Context: an optimization exercise on an open-source flow, tuned for small area and a short achievable clock period. The choices shown serve that exercise and are no tape-out recipe.
Function was checked by simulation only, so behaviour that the tests miss may differ from the original.
Power is estimated from default activity; no workload was simulated.

## flow/design.v (module list and top-level ports; edited modules follow where they fit)
// module alu_decode: 53 lines
// module int_alu: 20 lines
// module mul_s1: 984 lines
// module mul_s2: 126 lines
// module mul_fa: 4 lines
// module mul_bsel: 3 lines
// module mul_ha: 4 lines
// module vi_exe: 219 lines
// module res_sel: 3 lines
// module add16bk: 47 lines
module vi_exe(
input		clk_i,
input		rsn_i,
input		kill_i,
input	[31:0]	instr_i,
input	[31:0]	pc_i,
input	[31:0]	data_a_i,
input	[31:0]	data_b_i,
input	[4:0]	write_addr_i,
input		int_write_enable_i,
output	[31:0]	exe_result_o,
output		exe_illegal_o,
output	[4:0]	mult_wr_en_o,
output	[24:0]	mult_addr_o,
output	[31:0]	mult5_data_o,
output	[31:0]	mult5_instr_o,
output	[31:0]	mult5_pc_o);
  // ...
==> flow/flow/run.sh <==
#!/bin/bash
set -euo pipefail
export SETUP_SLACK_MARGIN=6.8
export POST_GLOBAL_PLACE_TCL="$PWD/flow/ports.tcl"
export BUFFER_PORTS_ARGS="-buffer_cell sky130_fd_sc_hd__buf_2"
bash standard.sh > standard.log 2>&1
==> flow/flow/ports.tcl <==
# Run after global placement (POST_GLOBAL_PLACE_TCL): the flow's buffer_ports
# gave every port a buf_2; the input ports' buffers become buf_1 (the
# resizer may size them up again where timing needs it).
foreach inst [get_cells input*] {
  if {[get_property [get_lib_cells -of_objects $inst] name] == "sky130_fd_sc_hd__buf_2"} {
    replace_cell $inst sky130_fd_sc_hd__buf_1
  }
}
==> flow/standard.sh <==
#!/bin/bash
# synth_recipe.tcl (not shown) runs the flow's synth.tcl, then flattens the netlist and writes it again
# the make line also repeats each setting of config.mk as NAME=value (left out here)
make -C /OpenROAD-flow-scripts/flow DESIGN_CONFIG=/design/flow/config.mk WORK_HOME=/design/flow/orfs CLKGATE_MAP_FILE= SYNTH_SCRIPT=/design/flow/synth_recipe.tcl "${@:-finish}"
==> flow/config.mk <==
export PLATFORM = sky130hd
export DESIGN_NAME = vi_exe
export DESIGN_NICKNAME = vi_exe
export VERILOG_FILES = /design/flow/design.v
export SDC_FILE = /design/flow/constraint.sdc
export NUM_CORES = 4
export LEC_CHECK = 0
export CAP_MARGIN = 20
export CORE_MARGIN = 2
export CORE_UTILIZATION = 55
export CTS_CLUSTER_DIAMETER = 80
export CTS_CLUSTER_SIZE = 28
export SLEW_MARGIN = 20
export SYNTH_HIERARCHICAL = 1
==> flow/constraint.sdc <==
create_clock -name core_clock -period 10.0 [get_ports {clk_i}]
set_input_delay 2.0000 -clock core_clock [delete_from_list [all_inputs] [get_ports {clk_i}]]
set_output_delay 2.0000 -clock core_clock [all_outputs]
set_load 0.01 [all_outputs]
==> run notes, run 1 <==
status timing/DRC/antenna clean; Levels on crit path 7; fraction of area in multi-input gates 46.4%; sequential share of cell area 41.7%; WP buf/inv 1; Synth Flop Type dfxtp_1; cells after synthesis between 2000 and 3000; Layout clock area frac between 3 and 4%; Final ANT Viol Nets 0; register clock-pin slew on the reported worst setup and hold paths between 0.1 and 0.15 ns; simple-gate portion of the synthesized area ~6.3%; skew final 0.0244 ns; launch point of the worst path exe_booth_neg[0]$_DFF_P_; final count of hold timing violations 0; WL final 93.7 mm; first-pass GRT wire length ~140 mm; clock tree buffer depth 3; R2R Setup Slk 6.85 ns; I/O pins just under 300; DR WL met3 about 5.5 mm; post-route cell area about 38000 um^2; Peak VDD IR between 0.2 and 0.25 mV; Fill cells 5400; max-slew violations 0; sequential cells 786; Initial Utilization between 50% and 60%; #MultiIn Comb 1853; register area 15800 um^2; Async SR Flop Fraction 0%; die area 66900 um^2; nets roughly 3500; Hold Startpoint mult1_pc[3]$_DFF_P_; crit path capture type flop; Flop+latch power 3.59 mW; inverters 31; compound-gate portion of the synthesized area between 10% and 20%; met3 Use GR approximately 3.5%; Hold Crit Class reg -> reg; Leak about 17 nW; count of final setup violators 0
==> run 2: changes to the inputs <==
==> flow/config.mk (replaced) <==
export PLATFORM = sky130hd
export DESIGN_NAME = vi_exe
export DESIGN_NICKNAME = vi_exe
export VERILOG_FILES = /design/flow/design.v
export SDC_FILE = /design/flow/constraint.sdc
export NUM_CORES = 4
export LEC_CHECK = 0
export CAP_MARGIN = 5
export CORE_MARGIN = 2
export CORE_UTILIZATION = 40
export CTS_CLUSTER_DIAMETER = 80
export CTS_CLUSTER_SIZE = 28
export SLEW_MARGIN = 5
export SYNTH_HIERARCHICAL = 1
==> run notes, run 2 <==
most common cell after layout, fill and taps aside dfxtp_1 (unchanged); post-synthesis area per instance 12.0 um^2 (unchanged); Leak 17.2 nW (was 17.1 nW); Hold Crit Class reg -> reg (unchanged); grt total ovfl 0 (unchanged); Hold Buf Count CTS 0 (unchanged); Vias 22100 (was 22400); dpl hpwl 70.2 mm (was 69.6 mm); first-pass GRT wire length 139 mm (about the same); largest net degree at the start of global routing 63 (was 99); sequential area share after synthesis 44.1% (unchanged); Seq cells post-synth 786 (unchanged); cells after synthesis 2985 (unchanged); area delta synth->final 7.40% (was 6.19%); Arr. time, crit path 3.65 ns (was 3.63 ns); Initial Utilization 40.4% (was 55.4%); initial antenna violation count 9 (was 2); met2 wire length 43.8 mm (was 45.0 mm); Inserted Clock Buffers 41 (was 39); Worst Tran Pin Value 1.23 ns (was 1.03 ns); CTS tree done (unchanged); Reg power frac 53.1% (was 53.7%); CORE AREA 88400 um^2 (was 64300 um^2); Comb pwr share 18.3% (was 17.9%); Clock power frac 28.6% (was 28.4%); EDFF count, synth 0 (unchanged); wire per inst 22.1 um (was 23.8 um); placed insts 4180 (was 3869); Max-slew headroom 17.9% (was 31.4%); DR WL met3 6.86 mm (was 5.47 mm); final core utilization 43.4% (was 58.9%); nets 3538 (was 3527); CTS Root Cell clkbuf_16 (unchanged); max-slew violations 0 (unchanged); layout cells sized above 1 15.1% (was 15.0%); status timing/DRC/antenna clean (unchanged); met1 WL 41.2 mm (was 40.3 mm); I/O pins 296 (unchanged); Yosys top cell area share 44.1% (unchanged); row count 109 (was 93); max layer used met5 (unchanged); DR vias/cell 5.19 (was 5.70); residual DRC count 0 (unchanged); post-synth top area cell dfxtp_1 (unchanged); Peak VDD IR 0.182 mV (was 0.202 mV); drt initial violations 1889 (was 1883); WL final 94.1 mm (was 93.7 mm); synthesized area 35700 um^2 (unchanged); Fill cells 8407 (was 5400); Sw Ratio 29.5% (was 28.6%); largest cells by area after synthesis dfxtp_1 44%, fa_1 12%, xor2_1 8.0% (unchanged); most frequent cell after synthesis dfxtp_1 (unchanged); Tot Pwr 6.73 mW (was 6.68 mW); count of final setup violators 0 (unchanged); iteration count of the initial detailed-routing pass 5 (unchanged); Finished Layout Cells 4262 (was 3937); unrepaired setup endpoints after global routing yes (unchanged); Final ANT Viol Nets 0 (unchanged); Post-synth top cells 786 x dfxtp_1, 325 x xor2_1, 293 x a22o_1 (unchanged); Chip Height 303 um (was 259 um); GRT Overall Usage 20.1% (was 27.3%); Internal Pwr Total 4.75 mW (was 4.77 mW); critical path class reg -> reg (unchanged); clock tree buffer depth 3 (unchanged); H-tree depth 2 (unchanged); Synth Net Count 3448 (unchanged); Async SR Flop Fraction 0% (unchanged); skew final 0.0444 ns (was 0.0244 ns); final worst-path cycle share 31.5% (about the same); P per Cell Area 176 nW/um^2 (about the same); crit path capture type flop (unchanged); Net Switching 1.98 mW (was 1.91 mW); Synth Flop Type dfxtp_1 (unchanged); number of flip-flops in the largest register 73 (unchanged); clock latency on the worst-skew pair 0.64 ns (was 0.60 ns); register area 15800 um^2 (about the same); vias in the first global route 22200 (was 22800); area occupied by multi-input gates 17600 um^2 (about the same); CP max FO 10 (was 17); CP startpoint kind flop (unchanged); Max-cap violations 0 (unchanged); minimum clock period 3.15 ns (about the same); register clock-pin slew on the reported worst setup and hold paths 0.11 ns (about the same); commonest cells after routing, fill and taps aside 752 x dfxtp_1, 316 x xor2_1, 293 x a22o_1, 220 x fa_1, 159 x buf_2 (was 750 x dfxtp_1, 312 x xor2_1, 293 x a22o_1, 220 x fa_1, 160 x buf_2); Fin Setup TNS 0 ns (unchanged); WP data required 10.49 ns (was 10.48 ns); die area 91600 um^2 (was 66900 um^2); Top reg by flops mult1_rb (unchanged); Fmax 317 MHz (was 318 MHz); Synth cell types 87 (unchanged); CTS Sinks 786 (unchanged); port bufs 295 (unchanged); final count of hold timing violations 0 (unchanged); Yosys Warn Count 7 (unchanged); Die Width 303 um (was 259 um)
==> run 2: cell counts after synthesis <==
No cell type changed its count.
==> run 2: final timing paths <==
check                                             to  cells after the start            startpoint  slack (ns)
worst max-delay path            mult1_rb[75]$_DFF_P_                      6     exe_x[23]$_DFF_P_        6.85
worst min-delay path            mult2_pc[26]$_DFF_P_                      0  mult1_pc[26]$_DFF_P_        0.29
worst max register to register  mult1_rb[75]$_DFF_P_                      6     exe_x[23]$_DFF_P_        6.85
worst min register to register  mult2_pc[26]$_DFF_P_                      0  mult1_pc[26]$_DFF_P_        0.29
==> run 2: layer usage <==
metal,global-route usage [%],up-vias
li1,-,10300
met1,27.5,10900
met2,32.7,789
met3,3.86,138
met4,5.37,10
met5,0,-
==> run 2: cells by family after synthesis <==
kind of cell	share of synthesized area, %
compound gates	12.8
simple gates	6.35
mux	4.13
flops	44.1
buf+inv	6.98
fa+ha+maj	16.1
other cells	0.0105
xor+xnor	9.52
==> run 2: repair_timing <==
action                                  4_1_cts  5_1_grt
endpoints found under the setup margin       34       23
pin swaps                                     0       12
gates resized for setup                      41       39
gates cloned                                  3        2
setup buffers                                 1       11
==> run 2: power by group through the flow <==
stage               registers, mW  clock network, mW  logic (mW)
floorplan                    3.63                  0       0.968
global route                 3.61               2.11        1.36
detailed placement           3.65                  0        1.21
CTS                          3.58               2.00        1.22
finish                       3.57               1.92        1.23
global placement             3.64                  0        1.21
==> run 2: layout make-up <==
class	instances	area share (%)
timing repair buffer	362	5.26
multi-input combinational	1853	45.8
clock inverter	17	0.826
tap	1165	3.80
sequential	786	41.2
inverter	31	0.304
antenna	4	0.0261
clock buffer	44	2.71
==> run 2: worst max-delay path, cell delays in order (launching register included) <==
cell     delay (ns)
dfxtp_2        0.58
xor2_1         0.22
a22o_1         0.20
fa_1           0.46
fa_1           0.53
fa_1           0.59
fa_1           0.41
==> run 2: stage by stage <==
stage                     area (um^2)  setup WS [ns]  hold slack (ns)
after detailed placement        36500           6.19            0.312
after global routing            38300           6.76            0.307
final                           38300           6.85            0.291
after floorplan                 35700           6.82            0.310
after global placement          36600           6.31            0.310
after CTS                       38000           6.80            0.294
==> run 2: per-module statistics from Yosys (local to each module, per instance) <==
module | area, um^2 | copies in the design
res_sel | 11.3 | 32
vi_exe | 18300 | 1
mul_fa | 20.0 | 210
mul_ha | 12.5 | 30
alu_decode | 1640 | 1
add16bk | 588 | 1
int_alu | 3480 | 1
mul_s2 | 484 | 1
mul_bsel | 8.76 | 272
mul_s1 | 3900 | 1
==> run 3: changes to the inputs <==
==> flow/flow/ports.tcl (replaced) <==
# Run after global placement (POST_GLOBAL_PLACE_TCL): the flow's buffer_ports
# gave every port a buf_2; the input ports' buffers become buf_1 (the
# resizer may size them up again where timing needs it).
foreach inst [concat [get_cells input*] [get_cells output*]] {
  if {[get_property [get_lib_cells -of_objects $inst] name] == "sky130_fd_sc_hd__buf_2"} {
    replace_cell $inst sky130_fd_sc_hd__buf_1
  }
}
--- a/flow/config.mk
+++ b/flow/config.mk
@@ -5,10 +5,10 @@
 export SDC_FILE = /design/flow/constraint.sdc
 export NUM_CORES = 4
 export LEC_CHECK = 0
-export CAP_MARGIN = 5
+export CAP_MARGIN = 20
 export CORE_MARGIN = 2
 export CORE_UTILIZATION = 40
 export CTS_CLUSTER_DIAMETER = 80
 export CTS_CLUSTER_SIZE = 28
-export SLEW_MARGIN = 5
+export SLEW_MARGIN = 20
 export SYNTH_HIERARCHICAL = 1
==> run notes, run 3 <==
CP max FO 1 (was 10); largest net degree at the start of global routing 63 (unchanged); Hold Startpoint mult4_data_hi[17]$_DFF_P_ (was mult1_pc[26]$_DFF_P_); most common cell after layout, fill and taps aside dfxtp_1 (unchanged); CTS Root Cell clkbuf_16 (unchanged); Synth cell types 87 (unchanged); critical path class reg -> out (was reg -> reg); Peak VDD IR 0.180 mV (was 0.182 mV); wire per inst 22.3 um (was 22.1 um); Final ANT Viol Nets 0 (unchanged); Slowest Stage Delay on Critical Path 0.37 ns (was 0.59 ns); die area 91600 um^2 (unchanged); Tot Pwr 6.85 mW (was 6.73 mW); Worst Hold Depth 0 (unchanged); vias in the first global route 22300 (was 22200); max-slew violations 0 (unchanged); Top reg by flops mult1_rb (unchanged); Die Width 303 um (unchanged); most frequent cell after synthesis dfxtp_1 (unchanged); Hold Buf Count CTS 0 (unchanged); Yosys top cell area share 44.1% (unchanged); final worst-path cycle share 31.4% (was 31.5%); area delta synth->final 7.45% (was 7.40%); drt initial violations 1746 (was 1889); iteration count of the initial detailed-routing pass 5 (unchanged); post-synthesis area per instance 12.0 um^2 (unchanged); Seq cells post-synth 786 (unchanged); Synth Flop Type dfxtp_1 (unchanged); Initial Utilization 40.4% (unchanged); worst path cell trace buf_2 (was xor2_1 > a22o_1 > fa_1 > fa_1 > fa_1 > fa_1); skew final 0.0319 ns (was 0.0444 ns); register clock-pin slew on the reported worst setup and hold paths 0.10 ns (was 0.11 ns); nets 3534 (was 3538); R2R depth 7 (was 6); DR vias/cell 5.20 (was 5.19); Worst Tran Pin Value 1.06 ns (was 1.23 ns); launch point of the worst path mult5_pc[23]$_SDFF_PN0_ (was exe_x[23]$_DFF_P_); WL final 94.9 mm (was 94.1 mm); Fill cells 8346 (was 8407); WP buf/inv 1 (was 0); Hold Path Sink mult5_int_write_data[31]$_DFF_P_ (was mult2_pc[26]$_DFF_P_); Async SR Flop Fraction 0% (unchanged); minimum clock period 3.14 ns (was 3.15 ns); final core utilization 43.4% (about the same); dpl hpwl 70.1 mm (was 70.2 mm); residual DRC count 0 (unchanged); GRT Overall Usage 20.3% (was 20.1%); sequential area share after synthesis 44.1% (unchanged); grt total ovfl 0 (unchanged); crit path capture type output pin (was flop); cells after synthesis 2985 (unchanged); Chip Height 303 um (unchanged); final count of hold timing violations 0 (unchanged); Vias 22200 (was 22100); Post-synth top cells 786 x dfxtp_1, 325 x xor2_1, 293 x a22o_1 (unchanged); largest cells by area after synthesis dfxtp_1 44%, fa_1 12%, xor2_1 8.0% (unchanged); CORE AREA 88400 um^2 (unchanged); CP startpoint kind flop (unchanged); row count 109 (unchanged); first-pass GRT wire length 140 mm (was 139 mm); H-tree depth 2 (unchanged); Hold Crit Class reg -> reg (unchanged); P per Cell Area 179 nW/um^2 (was 176 nW/um^2); Max-slew headroom 29.7% (was 17.9%); Arr. time, crit path 1.14 ns (was 3.65 ns); delay-heaviest family, CP flip-flops (was adder cells); Max-cap violations 0 (unchanged); EDFF count, synth 0 (unchanged); synthesized area 35700 um^2 (unchanged); Yosys Warn Count 7 (unchanged); CTS Sinks 786 (unchanged); port bufs 295 (unchanged); commonest cells after routing, fill and taps aside 750 x dfxtp_1, 316 x xor2_1, 293 x a22o_1, 248 x buf_1, 219 x fa_1 (was 752 x dfxtp_1, 316 x xor2_1, 293 x a22o_1, 220 x fa_1, 159 x buf_2); clock latency on the worst-skew pair 0.64 ns (about the same); Inserted Clock Buffers 43 (was 41); I/O pins 296 (unchanged); layout cells sized above 1 11.6% (was 15.1%); WP data required 8.00 ns (was 10.49 ns); number of flip-flops in the largest register 73 (unchanged); post-synth top area cell dfxtp_1 (unchanged); r2r endpoint mult1_rb[72]$_DFF_P_ (was mult1_rb[75]$_DFF_P_); reg2reg start exe_booth_neg[1]$_DFF_P_ (was exe_x[23]$_DFF_P_); unrepaired setup endpoints after global routing yes (unchanged); CTS tree done (unchanged); R2R Setup Slk 6.86 ns (was 6.85 ns); count of final setup violators 0 (unchanged); initial antenna violation count 10 (was 9); Fmax 318 MHz (was 317 MHz); Synth Net Count 3448 (unchanged); Leak 16.8 nW (was 17.2 nW); status timing/DRC/antenna clean (unchanged); Fin Setup TNS 0 ns (unchanged); clock tree buffer depth 3 (unchanged); slowest CP cell dfxtp_2 (was fa_1)
-- run 3: repair_timing --
item,CTS,global route
resized for setup,64,75
setup buffers,1,4
setup endpoints to repair,50,55
pin swaps,0,12
gates cloned,3,3
-- run 3: how the worst max path moves through the flow --
stage / to / cells past startpoint
after floorplan: mult1_rb[72]$_DFF_P_ / 6
after global placement: mult5_pc[26]$_SDFF_PN0_ / 4
after detailed placement: exe_eq$_DFF_P_ / 5
after CTS: mult1_ra[31]$_DFF_P_ / 7
after global routing: exe_result[22]$_DFF_P_ / 12
final: mult5_pc_o[23] / 1
-- run 3: final cells by class --
class / count / area [um^2] / share of cell area (%)
diodes: 6 / 15.0 / 0.0392
clock buffers: 45 / 1090 / 2.85
clock inverters: 20 / 415 / 1.08
inverters: 31 / 116 / 0.304
multi-input cells: 1854 / 17600 / 45.8
flip-flops and latches: 786 / 15800 / 41.2
well taps: 1165 / 1460 / 3.80
repair buffers: 355 / 1860 / 4.85
-- run 3: per-stage QoR --
step                hold slack [ns]  cells  worst slack, ns  cell area, um^2
finish                        0.319   4262             6.86            38300
global route                  0.312   4261             6.74            38300
CTS                           0.309   4249             6.78            38000
detailed placement            0.312   4180             6.20            36300
global placement              0.310   4180             6.31            36600
floorplan                     0.310   2985             6.82            35700
-- run 3: kinds of logic after synthesis --
family	share of synthesized area, %
other	0.0105
AND/OR/NAND/NOR	6.35
multiplexers	4.13
buffers and inverters	6.98
flip-flops	44.1
adder cells (fa/ha/maj)	16.1
XOR/XNOR	9.52
AO/OA/AOI/OAI	12.8
-- run 3: power by group --
group          switching, mW  internal, mW
Combinational          0.731         0.491
Sequential             0.146          3.43
Clock                   1.15         0.896
-- run 3: metal layers --
layer,GRT usage (%),vias to the layer above,part of all wire (%)
met4,6.49,8,2.9
met3,4.20,162,7.6
li1,-,10300,-
met2,32.4,802,46
met1,27.4,10900,43
met5,0,-,0.058
-- run 3: Yosys stat by module, one instance, submodules excluded --
module	cells inside	times used
int_alu	456	1
mul_fa	1	210
alu_decode	209	1
mul_s2	65	1
res_sel	2	32
mul_bsel	1	272
vi_exe	1159	1
mul_ha	1	30
mul_s1	455	1
add16bk	65	1
==> run 4: changes to the inputs <==
==> flow/flow/ports.tcl (replaced) <==
# Run after global placement (POST_GLOBAL_PLACE_TCL): the flow's buffer_ports
# gave every port a buf_2; the input ports' buffers become buf_1 (the
# resizer may size them up again where timing needs it).
foreach inst [get_cells input*] {
  if {[get_property [get_lib_cells -of_objects $inst] name] == "sky130_fd_sc_hd__buf_2"} {
    replace_cell $inst sky130_fd_sc_hd__buf_1
  }
}
--- a/flow/config.mk
+++ b/flow/config.mk
@@ -8,7 +8,8 @@
 export CAP_MARGIN = 20
 export CORE_MARGIN = 2
 export CORE_UTILIZATION = 40
-export CTS_CLUSTER_DIAMETER = 80
-export CTS_CLUSTER_SIZE = 28
+export CTS_BUF_LIST = sky130_fd_sc_hd__clkbuf_8
+export CTS_CLUSTER_DIAMETER = 60
+export CTS_CLUSTER_SIZE = 20
 export SLEW_MARGIN = 20
 export SYNTH_HIERARCHICAL = 1
==> run notes, run 4 <==
Synth Net Count 3448 (unchanged); I/O pins 296 (unchanged); Yosys top cell area share 44.1% (unchanged); CORE AREA 88400 um^2 (unchanged); Chip Height 303 um (unchanged); GRT Overall Usage 20.4% (was 20.3%); CP max FO 1 (unchanged); post-synthesis area per instance 12.0 um^2 (unchanged); cells after synthesis 2985 (unchanged); max-slew violations 0 (unchanged); WL final 95.4 mm (was 94.9 mm); Inserted Clock Buffers 69 (was 43); CTS tree done (unchanged); Finished Layout Cells 4318 (was 4262); crit path capture type output pin (unchanged); slowest CP cell dfxtp_2 (unchanged); critical path class reg -> out (unchanged); r2r endpoint mult1_rb[72]$_DFF_P_ (unchanged); iteration count of the initial detailed-routing pass 7 (was 5); post-synth top area cell dfxtp_1 (unchanged); row count 109 (unchanged); Leak 17.5 nW (was 16.8 nW); Place WS 6.19 ns (was 6.20 ns); Peak VDD IR 0.145 mV (was 0.180 mV); synthesized area 35700 um^2 (unchanged); Initial Utilization 40.4% (unchanged); post-route cell area 39300 um^2 (was 38300 um^2); skew final 0.0874 ns (was 0.0319 ns); Arr. time, crit path 1.23 ns (was 1.14 ns); EDFF count, synth 0 (unchanged); status timing/DRC/antenna clean (unchanged); Max-cap violations 0 (unchanged); count of final setup violators 0 (unchanged); register clock-pin slew on the reported worst setup and hold paths 0.11 ns (was 0.10 ns); worst path cell trace buf_6 (was buf_2); initial antenna violation count 9 (was 10); Slowest Stage Delay on Critical Path 0.35 ns (was 0.37 ns); dpl hpwl 70.2 mm (was 70.1 mm); placed insts 4180 (unchanged); DP Area 36500 um^2 (was 36300 um^2); Fmax 309 MHz (was 318 MHz); first-pass GRT wire length 139 mm (was 140 mm); Final WS setup 6.77 ns (was 6.86 ns); layout cells sized above 1 19.7% (was 11.6%); Vias 22300 (was 22200); largest net degree at the start of global routing 63 (unchanged); most common cell after layout, fill and taps aside dfxtp_1 (unchanged); area delta synth->final 10.1% (was 7.45%); Levels on crit path 1 (unchanged); most frequent cell after synthesis dfxtp_1 (unchanged); Top reg by flops mult1_rb (unchanged); CP startpoint kind flop (unchanged); commonest cells after routing, fill and taps aside 656 x dfxtp_1, 317 x xor2_1, 293 x a22o_1, 220 x fa_1, 135 x buf_1 (was 750 x dfxtp_1, 316 x xor2_1, 293 x a22o_1, 248 x buf_1, 219 x fa_1); vias in the first global route 22400 (was 22300); WP buf/inv 1 (unchanged); clock tree buffer depth 3 (unchanged); unrepaired setup endpoints after global routing yes (unchanged); Hold Buf Count CTS 0 (unchanged); P per Cell Area 175 nW/um^2 (was 179 nW/um^2); final hold slack 0.274 ns (was 0.319 ns); CP endpoint exe_result_o[31] (was mult5_pc_o[23]); Worst Hold Depth 0 (unchanged); die area 91600 um^2 (unchanged); Hold Crit Class reg -> reg (unchanged); residual DRC count 0 (unchanged); Tot Pwr 6.87 mW (was 6.85 mW); grt total ovfl 0 (unchanged); WP data required 8.00 ns (about the same); largest cells by area after synthesis dfxtp_1 44%, fa_1 12%, xor2_1 8.0% (unchanged); Synth Flop Type dfxtp_1 (unchanged); Async SR Flop Fraction 0% (unchanged); minimum clock period 3.23 ns (was 3.14 ns); nets 3573 (was 3534); Post-synth top cells 786 x dfxtp_1, 325 x xor2_1, 293 x a22o_1 (unchanged); CTS Sinks 786 (unchanged); clock latency on the worst-skew pair 0.77 ns (was 0.64 ns); number of flip-flops in the largest register 73 (unchanged); R2R Setup Slk 6.80 ns (was 6.86 ns); Yosys Warn Count 7 (unchanged); launch point of the worst path exe_result[31]$_DFF_P_ (was mult5_pc[23]$_SDFF_PN0_); Worst Tran Pin Value 1.09 ns (was 1.06 ns); Final ANT Viol Nets 0 (unchanged); wire per inst 22.1 um (was 22.3 um); CTS Root Cell clkbuf_8 (was clkbuf_16); final worst-path cycle share 32.3% (was 31.4%); Synth cell types 87 (unchanged); R2R depth 7 (unchanged); DR vias/cell 5.15 (was 5.20); final core utilization 44.5% (was 43.4%); port bufs 295 (unchanged); delay-heaviest family, CP flip-flops (unchanged); Die Width 303 um (unchanged); final count of hold timing violations 0 (unchanged); H-tree depth 3 (was 2); Seq cells post-synth 786 (unchanged); drt initial violations 1949 (was 1746); Fin Setup TNS 0 ns (unchanged); reg2reg start exe_booth_neg[2]$_DFF_P_ (was exe_booth_neg[1]$_DFF_P_); Fill cells 8301 (was 8346); sequential area share after synthesis 44.1% (unchanged); Max-slew headroom 27.1% (was 29.7%)
[run 4: changes by cell type in the layout (fill, tap and decap cells not counted), sizes merged]
| cell | previous run | this run |
|---|---|---|
| bufinv | 1 | 4 |
| clkinv | 10 | 13 |
| diode | 6 | 3 |
| nor2b | 43 | 42 |
| clkinvlp | 0 | 5 |
| clkbuf | 74 | 79 |
| inv | 40 | 44 |
| buf | 323 | 363 |
[run 4: power breakdown]
group | switching (mW) | internal (mW)
clock | 1.17 | 0.862
sequential | 0.150 | 3.44
combinational | 0.729 | 0.528
[run 4: how the worst min path moves through the flow]
stage / start / to
2_1_floorplan: exe_instruction[10]$_DFF_P_ / mult1_instruction[10]$_DFF_P_
4_1_cts: mult1_pc[26]$_DFF_P_ / mult2_pc[26]$_DFF_P_
3_5_place_dp: exe_pc[12]$_DFF_P_ / mult1_pc[12]$_DFF_P_
6_report: mult3_pc[25]$_DFF_P_ / mult4_pc[25]$_DFF_P_
3_3_place_gp: exe_instruction[20]$_DFF_P_ / mult1_instruction[20]$_DFF_P_
5_1_grt: mult3_pc[25]$_DFF_P_ / mult4_pc[25]$_DFF_P_
[run 4: per-layer routing]
metal	routed length, um	track usage, %
met1	40900	27.0
met3	7520	4.86
met2	44100	32.7
met4	2810	7.25
met5	61	0
[run 4: final cells by class]
cell class	instances	area (um^2)	share of cell area, %
sequential	786	15900	40.5
tap	1165	1460	3.71
multi-input combinational	1853	17500	44.7
clock buffer	76	1050	2.66
clock inverter	35	467	1.19
inverter	31	116	0.296
timing repair buffer	369	2720	6.93
antenna	3	7.51	0.0191
[run 4: logic make-up after synthesis]
group / share of synthesized area, %
compound gates: 12.8
xor+xnor: 9.52
fa+ha+maj: 16.1
buf+inv: 6.98
flops: 44.1
mux: 4.13
other cells: 0.0105
simple gates: 6.35
[run 4: repair_timing]
item                                    CTS  global route
endpoints found under the setup margin  192           170
setup buffers                             2            17
resized for setup                       185           109
pin swaps                                 3            16
cloned                                    3             2
endpoints found under the hold margin     0             0
[run 4: per-module statistics from Yosys (local to each module, per instance), excerpt]
| module | cell area [um^2] | copies in the design |
|---|---|---|
| add16bk | 588 | 1 |
| alu_decode | 1640 | 1 |
| int_alu | 3480 | 1 |
| mul_fa | 20.0 | 210 |
| mul_ha | 12.5 | 30 |
| mul_s1 | 3900 | 1 |
| mul_s2 | 484 | 1 |
| vi_exe | 18300 | 1 |

[afterwards: timing with drivers on the ports]
No port has a modelled driver above. Below, the same layouts with a new extraction and two added sets of constraints.
Step 1 assumes that a clkbuf_16 drives the clock port and a buf_2 every other input.
Step 2 moves the port delays by t, midway between the first and last clock arrival at a register: inputs arrive t later, outputs are due t later. That takes back most of the time a late clock gives input paths.
Three values: ideal ports, drivers, drivers and shift; two values: the first two.
| run | t, ns | setup slack, ns | latest minus earliest clock arrival (ns) | slew at the worst register clock pin (ns) | pins driven straight from the clock port |
|---|---|---|---|---|---|
| run 1 | 0.657 | 6.851 / 6.791 / 6.226 | 0.035 / 0.035 | 0.11 / 0.11 | 1 |
| run 2 | 0.678 | 6.847 / 6.791 / 6.241 | 0.045 / 0.045 | 0.11 / 0.11 | 1 |
| run 3 | 0.693 | 6.856 / 6.787 / 6.219 | 0.042 / 0.042 | 0.11 / 0.11 | 1 |
| run 4 | 0.780 | 6.768 / 6.712 / 6.180 | 0.093 / 0.093 | 0.12 / 0.12 | 1 |
After both steps setup and hold are still met in every run listed. The setup slack of run 3, which loses most, moves by -0.069 ns with the drivers and by -0.637 ns with both steps.
